This is an optimization exercise on Yosys and OpenROAD, whose aim is small area, not a production implementation.
Only simulation tests tie the RTL to the original design; equivalence was not proved.

Design kianv_harris_mc_edition, start of the top module:
module kianv_harris_mc_edition #(
    parameter int RESET_ADDR        = 0,
    parameter int SYSTEM_CLK        = 50_000_000,
    parameter int NUM_ENTRIES_ITLB  = 16,
    parameter int NUM_ENTRIES_DTLB  = 16
) (
    input  logic         clk,
    input  logic         resetn,
    output logic         mem_valid,
    input  logic         mem_ready,
    output logic [3:0]   mem_wstrb,
    output logic [33:0]  mem_addr,
    output logic [31:0]  mem_wdata,
    input  logic [31:0]  mem_rdata,
    output logic [31:0]  PC,
    input  logic         access_fault,
    input  logic         IRQ3,
    input  logic         IRQ7,
    input  logic         IRQ9,
    input  logic         IRQ11,
    output logic [63:0]  timer_counter,
    output logic         is_instruction
);
For scale: roughly 18000 cells after synthesis, ~3600 flip-flops, ~210 I/O pins, ~180000 um^2 of cells after synthesis.
clock: 25.0 ns
lec_check: 0
abc_area: 1
cap_margin: 20
core_margin: 2
core_utilization: 40
cts_cluster_diameter: 100
cts_cluster_size: 24
place_density: 0.6
slew_margin: 20
run.sh (not shown) runs the stock make flow with config.mk's settings and CLKGATE_MAP_FILE= SYNTH_SCRIPT=/design/flow/synth_recipe.tcl, a recipe that flattens the netlist after the stock synthesis.
Then changed:
Settings changed: CAP_MARGIN 20 to 40, CTS_CLUSTER_SIZE 24 to 20, SLEW_MARGIN 20 to 40.
=> Wire length hardly moves. Worst setup slack gets worse by 0.038 ns. Clock skew came out higher by 0.012 ns. Worst hold slack is about the same. Fmax barely changes. Core utilization came out higher by 0.26 points.

kianv_harris_mc_edition, a different RTL version from the one above (not shown whole).
For scale: about 17000 cells after synthesis.
export LEC_CHECK = 0
export ABC_AREA = 1
export CAP_MARGIN = 20
export CORE_MARGIN = 2
export CORE_UTILIZATION = 40
export CTS_CLUSTER_DIAMETER = 100
export CTS_CLUSTER_SIZE = 24
export PLACE_DENSITY = 0.6
export SLEW_MARGIN = 30
create_clock -name core_clock -period 25.0 [get_ports {clk}]
standard.sh (not shown) runs the stock make flow with config.mk's settings and CLKGATE_MAP_FILE= SYNTH_SCRIPT=/design/flow/synth_recipe.tcl, a recipe that flattens the netlist after the stock synthesis.
==> flow/flow/run.sh <==
#!/bin/bash
# Layout flow: the standard layout (standard.sh, unchanged synthesis,
# floorplan, power grid and placement) with two changes to how the layout
# is made:
#   - clock tree synthesis without dummy loads (same clustering as
#     config.mk's CTS_CLUSTER_SIZE / CTS_CLUSTER_DIAMETER)
#   - the input/output port buffers use sky130_fd_sc_hd__buf_2
#   - after global routing, gates on paths with positive slack are
#     downsized where timing allows (ORFS's power recovery step)
# Every tool's output goes to a log file in this folder (make's output to
# flow_make.log; ORFS keeps each step's log under orfs/logs/).
set -euo pipefail
export CTS_ARGS="-sink_clustering_enable -repair_clock_nets -sink_clustering_size 24 -sink_clustering_max_diameter 100 -dont_use_dummy_load"
export BUFFER_PORTS_ARGS="-buffer_cell sky130_fd_sc_hd__buf_2"
export RECOVER_POWER=100
bash standard.sh finish > flow_make.log 2>&1
The starting point ran to the end with violations: max-capacitance violations, max-slew violations.
Next try:
--- a/flow/flow/run.sh
+++ b/flow/flow/run.sh
@@ -8,2 +7,0 @@
-#   - after global routing, gates on paths with positive slack are
-#     downsized where timing allows (ORFS's power recovery step)
@@ -15 +12,0 @@
-export RECOVER_POWER=100
Settings changed: CORE_UTILIZATION 40 to 45, PLACE_DENSITY 0.6 to 0.65.
Outcome:
- The new run finished with timing, DRC and antenna clean
- setup slack is worse by 0.062 ns
- cell area increases by 0.95%
- routed wire length increases by 2.0%
- cell count decreases by 2.3%
- register-to-register slack is better by 2.8 ns
- clock skew stays flat
- first-iteration DRC count decreases by 0.82%
Next try:
==> flow/run.sh (new file) <==
#!/bin/bash
# synth_recipe.tcl (not shown) runs the flow's synth.tcl, then flattens the netlist and writes it again
# the make line also repeats each setting of config.mk as NAME=value (left out here)
make -C /OpenROAD-flow-scripts/flow DESIGN_CONFIG=/design/flow/config.mk WORK_HOME=/design/flow/orfs CLKGATE_MAP_FILE= SYNTH_SCRIPT=/design/flow/synth_recipe.tcl finish
Settings changed: CAP_MARGIN 20 to 10, CORE_UTILIZATION 45 to 40, CTS_CLUSTER_DIAMETER 100 to 80, CTS_CLUSTER_SIZE 24 to 26, PLACE_DENSITY 0.65 to 0.6, SLEW_MARGIN 30 to 10.
removed: flow/flow/run.sh
removed: flow/standard.sh
Effect: Now the flow completed and failed the layout checks on max-slew violations; clock skew falls by 0.055 ns; critical path depth does not change; core utilization came out lower by 4.8 points; design area came out higher by 1.6%; maximum frequency fell by 0.67%; routed wire length hardly moves; hold slack gets better by 0.0062 ns.
Next try:
Settings changed: CAP_MARGIN 10 to 20, CTS_CLUSTER_DIAMETER 80 to 100, CTS_CLUSTER_SIZE 26 to 24, SLEW_MARGIN 10 to 20.
=> The new run completed with no timing, DRC or antenna violations; hold slack is worse by 0.0031 ns; via count hardly moves; global-route usage hardly moves; design area goes down slightly; non-clock buffer count is higher by 9.
Next try:
==> flow/flow/run.sh (new file) <==
#!/bin/bash
# Layout flow: the standard layout (standard.sh, unchanged synthesis,
# floorplan, power grid and placement) with two changes to how the layout
# is made:
#   - clock tree synthesis without dummy loads (same clustering as
#     config.mk's CTS_CLUSTER_SIZE / CTS_CLUSTER_DIAMETER)
#   - the input/output port buffers use sky130_fd_sc_hd__buf_2
# Every tool's output goes to a log file in this folder (make's output to
# flow_make.log; ORFS keeps each step's log under orfs/logs/).
set -euo pipefail
export CTS_ARGS="-sink_clustering_enable -repair_clock_nets -sink_clustering_size 24 -sink_clustering_max_diameter 100 -dont_use_dummy_load"
export BUFFER_PORTS_ARGS="-buffer_cell sky130_fd_sc_hd__buf_2"
bash standard.sh finish > flow_make.log 2>&1
==> flow/standard.sh (new file) <==
#!/bin/bash
# synth_recipe.tcl (not shown) runs the flow's synth.tcl, then flattens the netlist and writes it again
# the make line also repeats each setting of config.mk as NAME=value (left out here)
make -C /OpenROAD-flow-scripts/flow DESIGN_CONFIG=/design/flow/config.mk WORK_HOME=/design/flow/orfs CLKGATE_MAP_FILE= SYNTH_SCRIPT=/design/flow/synth_recipe.tcl "${@:-finish}"
Settings changed: PLACE_DENSITY 0.6 to 0.7, SLEW_MARGIN 20 to 30.
removed: flow/run.sh
The new run finished with timing, DRC and antenna clean; routed wire length went up by a few percent; sequential share of layout area went up by 0.48 points; critical path depth went up by 6; clock-buffer cell count went down by 55; die area does not change; global-route usage went up by 0.77 points.
Next try:
Settings changed: PLACE_DENSITY 0.7 to 0.6.
The new run passed the timing, DRC and antenna checks. Sequential share of layout area hardly moves. Worst setup slack gains 0.81 ns. Synthesized area stays the same. Routed wire length came out lower by 4.0%. Global-route usage came out lower by 1.5 points. Count of clock-buffer cells in the layout is lower by 6. Non-clock buffer count decreases by 23. Utilization barely changes. Die area does not change.

[what the ideal ports hide]
The flow's constraints put no driver on any port. The routed layouts listed below were extracted and timed again, unchanged, in two steps.
Step 1 sets driving cells, clkbuf_16 on the clock port and buf_2 on the other inputs (assumed; they add their load-dependent delay and slew).
Step 2 moves the port delays by t, midway between the first and last clock arrival at a register: inputs arrive t later, outputs are due t later. That takes back most of the time a late clock gives input paths.
Slacks: ideal / step 1 / step 2; pairs: ideal / step 1.
run	t, ns	slack for setup (ns)	slew at the worst register clock pin (ns)	cell pins on the clock port's net
the first run of note 1	1.098	0.899 / 0.872 / 0.872	0.11 / 0.11	1
the second run of note 1	1.099	0.861 / 0.835 / 0.835	0.11 / 0.11	1
the first run of note 2	1.069	0.868 / 0.844 / 0.644	0.11 / 0.11	1
the second run of note 2	1.049	0.806 / 0.783 / 0.783	0.11 / 0.11	1
the third run of note 2	1.116	0.643 / 0.620 / 0.620	0.11 / 0.11	1
the fourth run of note 2	1.104	0.769 / 0.748 / 0.748	0.11 / 0.11	1
the fifth run of note 2	1.071	0.996 / 0.960 / 0.960	0.11 / 0.11	1
the sixth run of note 2	1.067	1.809 / 1.789 / 1.789	0.11 / 0.11	1
For the first run of note 2, which loses most, drivers alone change the setup slack by -0.024 ns; drivers and shift together by -0.224 ns.
